This is an optimization exercise on Yosys and OpenROAD, whose aim is small area, not a production implementation.
Only simulation tests tie the RTL to the original design; equivalence was not proved.

Setup of run A:
==> flow/design.v <==
module median_filter_resource_optimized
(
    input                ck100m,
    input                srst_n,
    input                enable,
    input        [15:0]  in,
    output               out_enable,
    output reg   [15:0]  out
);
    localparam int NT = 7;              
    localparam int L  = 17;             
    reg [15:0] win  [0:9];
    reg [15:0] tail [0:NT-1];            
    reg [1:0]  lane [0:9];               
    reg [L-1:0] cand;
    reg [3:0]  m;
    reg [3:0]  nval;                     
    reg [6:0]  q;                        
    wire idle = ~q[6] & ~q[1];           
    assign out_enable = ~q[1] & q[0];    
    wire s12  = ~q[2] & q[1];            
    logic [7:0] sel;                     
    logic [7:0] nsel;                    
    logic nidle;                         
    always_comb begin
        sel[0] = idle;
        for (int j = 1; j < 7; j++) sel[j] = q[7-j] & ~q[6-j];
        sel[7] = q[6] & q[0];
        nidle = (idle & ~enable) | s12;
        nsel[0] = nidle;
        nsel[1] = idle & enable;
        for (int j = 2; j < 8; j++) nsel[j] = sel[j-1];
    end
    logic [3:0] nval_next;
    always_comb nval_next = nval + {3'd0, enable && nval != 4'd10};
    always @(posedge ck100m or negedge srst_n) begin
        if (~srst_n) begin
            q    <= 7'd0;
            nval <= 4'd0;
        end else begin
            q    <= {idle ? enable : ~q[0], q[6:1]};
            nval <= nval_next;
        end
    end
    logic [15:0] w9sh;
    always_comb begin
        w9sh = '0;
        for (int j = 0; j < 7; j++)
            if (sel[j]) w9sh = w9sh | (win[9] << (2*j + 2));
    end
    logic [1:0] xw [0:9];
    logic [1:0] xin;
    always_comb begin
        for (int n = 0; n < 10; n++) begin
            xw[n] = 2'b00;
            for (int j = 0; j < 8; j++)
                if (nsel[j]) xw[n] = xw[n] | win[n][15-2*j -: 2];
        end
        xin = nidle ? in[15:14] : in[13:12];
    end
    always @(posedge ck100m) begin
        if (enable) begin
            win[0]  <= in;
            lane[0] <= xin;
            for (int i = 1; i < 10; i++) begin
                win[i]  <= win[i-1];
                lane[i] <= xw[i-1];
            end
        end else begin
            for (int i = 0; i < 10; i++) lane[i] <= xw[i];
        end
        tail[0][15:2] <= w9sh[15:2];
        for (int t = 1; t < NT; t++)
            for (int b = 2 + 2*t; b < 16; b++) tail[t][b] <= tail[t-1][b-2];
    end
    function automatic [3:0] tsum(input [17:0] x, input [3:0] m);
        logic t1, t2, t3, t4, t5, t6, t7, t8, t9, t10, t11, t12, t13, t14, t15, t16, t17, t18, t19, t20, t21, t22, t23, t24, t25, t26, t27, t28, t29, t30, t31, t32, g0, g1, g2, p0, p1, p2, c1, c2, c3;
        t1 = m[0] ^ x[0] ^ x[10]; t2 = (m[0] & x[0]) | (m[0] & x[10]) | (x[0] & x[10]);
        t3 = x[11] ^ x[12] ^ x[13]; t4 = (x[11] & x[12]) | (x[11] & x[13]) | (x[12] & x[13]);
        t5 = x[14] ^ x[15] ^ x[16]; t6 = (x[14] & x[15]) | (x[14] & x[16]) | (x[15] & x[16]);
        t7 = x[1] ^ x[2] ^ x[3]; t8 = (x[1] & x[2]) | (x[1] & x[3]) | (x[2] & x[3]);
        t9 = x[4] ^ x[5] ^ x[6]; t10 = (x[4] & x[5]) | (x[4] & x[6]) | (x[5] & x[6]);
        t11 = x[7] ^ x[8] ^ x[9]; t12 = (x[7] & x[8]) | (x[7] & x[9]) | (x[8] & x[9]);
        t13 = t1 ^ t11 ^ t3; t14 = (t1 & t11) | (t1 & t3) | (t11 & t3);
        t15 = t5 ^ t7 ^ t9; t16 = (t5 & t7) | (t5 & t9) | (t7 & t9);
        t17 = t13 ^ t15 ^ x[17]; t18 = (t13 & t15) | (t13 & x[17]) | (t15 & x[17]);
        t19 = m[1] ^ t10 ^ t12; t20 = (m[1] & t10) | (m[1] & t12) | (t10 & t12);
        t21 = t2 ^ t4 ^ t6; t22 = (t2 & t4) | (t2 & t6) | (t4 & t6);
        t23 = t8 ^ t14 ^ t16; t24 = (t8 & t14) | (t8 & t16) | (t14 & t16);
        t25 = t19 ^ t21 ^ t23; t26 = (t19 & t21) | (t19 & t23) | (t21 & t23);
        t27 = m[2] ^ t20 ^ t22; t28 = (m[2] & t20) | (m[2] & t22) | (t20 & t22);
        t29 = t24 ^ t27 ^ t26; t30 = (t24 & t27) | (t24 & t26) | (t27 & t26);
        t31 = m[3] ^ t28 ^ t30; t32 = (m[3] & t28) | (m[3] & t30) | (t28 & t30);
        g0 = t17 & 1'b0; p0 = t17 ^ 1'b0;
        g1 = t18 & t25; p1 = t18 ^ t25;
        g2 = t29 & 1'b0; p2 = t29 ^ 1'b0;
        c1 = g0; c2 = g1 | (p1 & g0); c3 = g2 | (p2 & g1) | (p2 & p1 & g0);
        tsum = {c3 | t31 | t32, p2 ^ c2, p1 ^ c1, p0};
    endfunction
    logic [1:0] ln [0:L];
    logic [L:0] cc, lt1, lt2, lt3, c_new;
    logic [3:0] s1, s2, s3, m_new;
    logic [1:0] d;
    always_comb begin
        for (int n = 0; n < 10; n++) ln[n] = lane[n];
        for (int t = 0; t < NT; t++) ln[10+t] = tail[t][15:14];
        ln[L] = in[15:14];
        cc = {idle, cand};
        for (int n = 0; n <= L; n++) begin
            lt1[n] = cc[n] & ~ln[n][1] & ~ln[n][0];
            lt2[n] = cc[n] & ~ln[n][1];
            lt3[n] = cc[n] & ~(ln[n][1] & ln[n][0]);
        end
        s1 = tsum(lt1, m);
        s2 = tsum(lt2, m);
        s3 = tsum(lt3, m);
        if (!s3[3])      begin d = 2'd3; m_new = s3; end
        else if (!s2[3]) begin d = 2'd2; m_new = s2; end
        else if (!s1[3]) begin d = 2'd1; m_new = s1; end
        else             begin d = 2'd0; m_new = m; end
        for (int n = 0; n <= L; n++) c_new[n] = cc[n] & (ln[n] == d);
    end
    always @(posedge ck100m or negedge srst_n) begin
        if (~srst_n) begin
            cand <= '0;
            m    <= 4'd12;
        end else if (nidle) begin
            for (int n = 0; n < L; n++) cand[n] <= (n < 10) && (n < nval_next);
            m <= 4'd12 - nval_next;
        end else begin
            m <= m_new;
            cand[9:0]    <= enable ? {c_new[8:0], c_new[L]} : c_new[9:0];
            cand[10]     <= enable & c_new[9];
            cand[L-1:11] <= c_new[L-2:10];
        end
    end
    always @(posedge ck100m) begin
        for (int j = 0; j < 8; j++)
            if (sel[j]) out[15-2*j -: 2] <= d;
    end
endmodule
clock: 5.0 ns
lec_check: 0
abc_area: 1
cap_margin: 20
core_margin: 2
core_utilization: 40
cts_cluster_diameter: 35
cts_cluster_size: 9
slew_margin: 20
standard.sh (not shown) runs the stock make flow with config.mk's settings and CLKGATE_MAP_FILE= SYNTH_SCRIPT=/design/flow/synth_recipe.tcl, a recipe that flattens the netlist after the stock synthesis.
==> flow/flow/run.sh <==
#!/bin/bash
# The standard layout (standard.sh), with two changes:
#  - the port buffers are sky130_fd_sc_hd__buf_1 rather than the default choice;
#  - clock tree synthesis inserts no dummy loads and builds the tree from
#    sky130_fd_sc_hd__clkbuf_4, with small sink clusters (at most 9 sinks,
#    35 um across) so that every flip-flop clock pin keeps a fast slew.
# make's full output goes to flow.log in this folder; ORFS keeps each step's log
# under orfs/logs/.
set -euo pipefail
bash standard.sh \
  "BUFFER_PORTS_ARGS=-buffer_cell sky130_fd_sc_hd__buf_1" \
  "CTS_ARGS=-sink_clustering_enable -repair_clock_nets -dont_use_dummy_load -buf_list sky130_fd_sc_hd__clkbuf_4 -sink_clustering_size 9 -sink_clustering_max_diameter 35" \
  finish > flow.log 2>&1
Inputs modified between run A and run B:
Settings: ABC_AREA now 0, was 1.
## What came out
Number of cells on the critical path sits lower in run B than in run A. Source-to-sink clock delay at the later pin of the worst-skew pair in run B vs run A: down 0.02 ns. Run A → run B: total met3 wirelength after detailed routing shrank by 41 µm, final design instance area without fill held steady. Maximum fanout along the worst path on run B is down relative to run A. Looking at setup slack, run B sits 0.17 ns below run A. Sort run A and run B by count of buffering cells on the critical path with inverters included asc -> top: run A.
What run C does differently from run B at the input level:
Settings: ABC_AREA changed from 0 to 1.
diff --git a/flow/flow/run.sh b/flow/flow/run.sh
--- a/flow/flow/run.sh
+++ b/flow/flow/run.sh
@@ -12 +12 @@
-  "CTS_ARGS=-sink_clustering_enable -repair_clock_nets -dont_use_dummy_load -buf_list sky130_fd_sc_hd__clkbuf_4 -sink_clustering_size 9 -sink_clustering_max_diameter 35" \
+  "CTS_ARGS=-sink_clustering_enable -repair_clock_nets -dont_use_dummy_load -buf_list sky130_fd_sc_hd__clkbuf_4 -sink_clustering_size 12 -sink_clustering_max_diameter 30" \
Against run B, run C reports a clock-cell share of area that is higher.
Worst-case hold slack on run C is behind run B.
On sequential share of layout area, run B tracks run C almost exactly.
Comparing run B with run C, the utilization came out essentially unchanged.
Delta (run C minus run B): number of buffers outside the clock class in the layout shrank by 28%; fraction of synthesized area in multiplexers shrank by 2.3 points; count of clock buffers in the final design grew by about 16%; share of final-layout standard cells stronger than drive strength 1 shrank by 3.2 points.
| synthesis-to-finish area growth | run C vs run B | 0.87 points lower |
Run C vs run B: placed instance count up by more than 10%
Result for run B and run C: all clean
For run B, the endpoint of the most critical setup path was cand[8]$_DFF_PN0_, unlike run C, where it was cand[7]$_DFF_PN0_.
Modified inputs, run D compared to run C
diff --git a/flow/flow/run.sh b/flow/flow/run.sh
--- a/flow/flow/run.sh
+++ b/flow/flow/run.sh
@@ -12 +12 @@
-  "CTS_ARGS=-sink_clustering_enable -repair_clock_nets -dont_use_dummy_load -buf_list sky130_fd_sc_hd__clkbuf_4 -sink_clustering_size 12 -sink_clustering_max_diameter 30" \
+  "CTS_ARGS=-sink_clustering_enable -repair_clock_nets -dont_use_dummy_load -buf_list sky130_fd_sc_hd__clkbuf_2 -sink_clustering_size 6 -sink_clustering_max_diameter 30" \
==> comparison <==
- Going from run C to run D, met3 usage in global routing roughly the same, number of distinct library cells after synthesis held.
- [compare] base=run C new=run D: global routing usage on met2 was more or less identical, time the final worst path needs with I/O delays and setup went up 0.016 ns.
- Against run C, run D comes in 0.16 ns higher on arrival time of data at the critical path endpoint.
- Run D: PASS, flow complete, no timing, DRC or antenna violations
- Compared with run C, run D shows a lower area fraction of clock buffers and clock inverters.
- | total wirelength of the detailed-routed design | run D vs run C | worse |
- Slack of the critical path in run D is 0.016 ns below run C.
- Run C and run D ended up with nearly the same area of placed instances.

re-timing with driven ports:
In the flow no input, the clock included, has a driving cell. The finished layouts below were timed again as built, in two steps. Step 1 (the two cells are an assumption about what drives the block):
set clk [get_ports {ck100m}]
set_driving_cell -lib_cell sky130_fd_sc_hd__clkbuf_16 $clk
set_driving_cell -lib_cell sky130_fd_sc_hd__buf_2 [delete_from_list [all_inputs] $clk]
Step 2, shift: input delay + t, output delay - t, t = (earliest + latest rising clock arrival at the registers) / 2. This alone moves slack from input paths to output paths. Three values: no drivers, after step 1, after step 2; two values: the first two.
| run | shift t [ns] | slack for setup (ns) | worst hold slack (ns) |
|---|---|---|---|
| run A | 0.675 | 0.376 / 0.376 / 0.376 | 0.309 / 0.309 / 0.309 |
| run B | 0.656 | 0.204 / 0.204 / 0.204 | 0.287 / 0.287 / 0.287 |
| run C | 0.674 | 0.411 / 0.411 / 0.411 | 0.276 / 0.276 / 0.276 |
| run D | 0.839 | 0.395 / 0.395 / 0.395 | 0.274 / 0.252 / 0.297 |
After both steps every run listed still meets setup and hold.
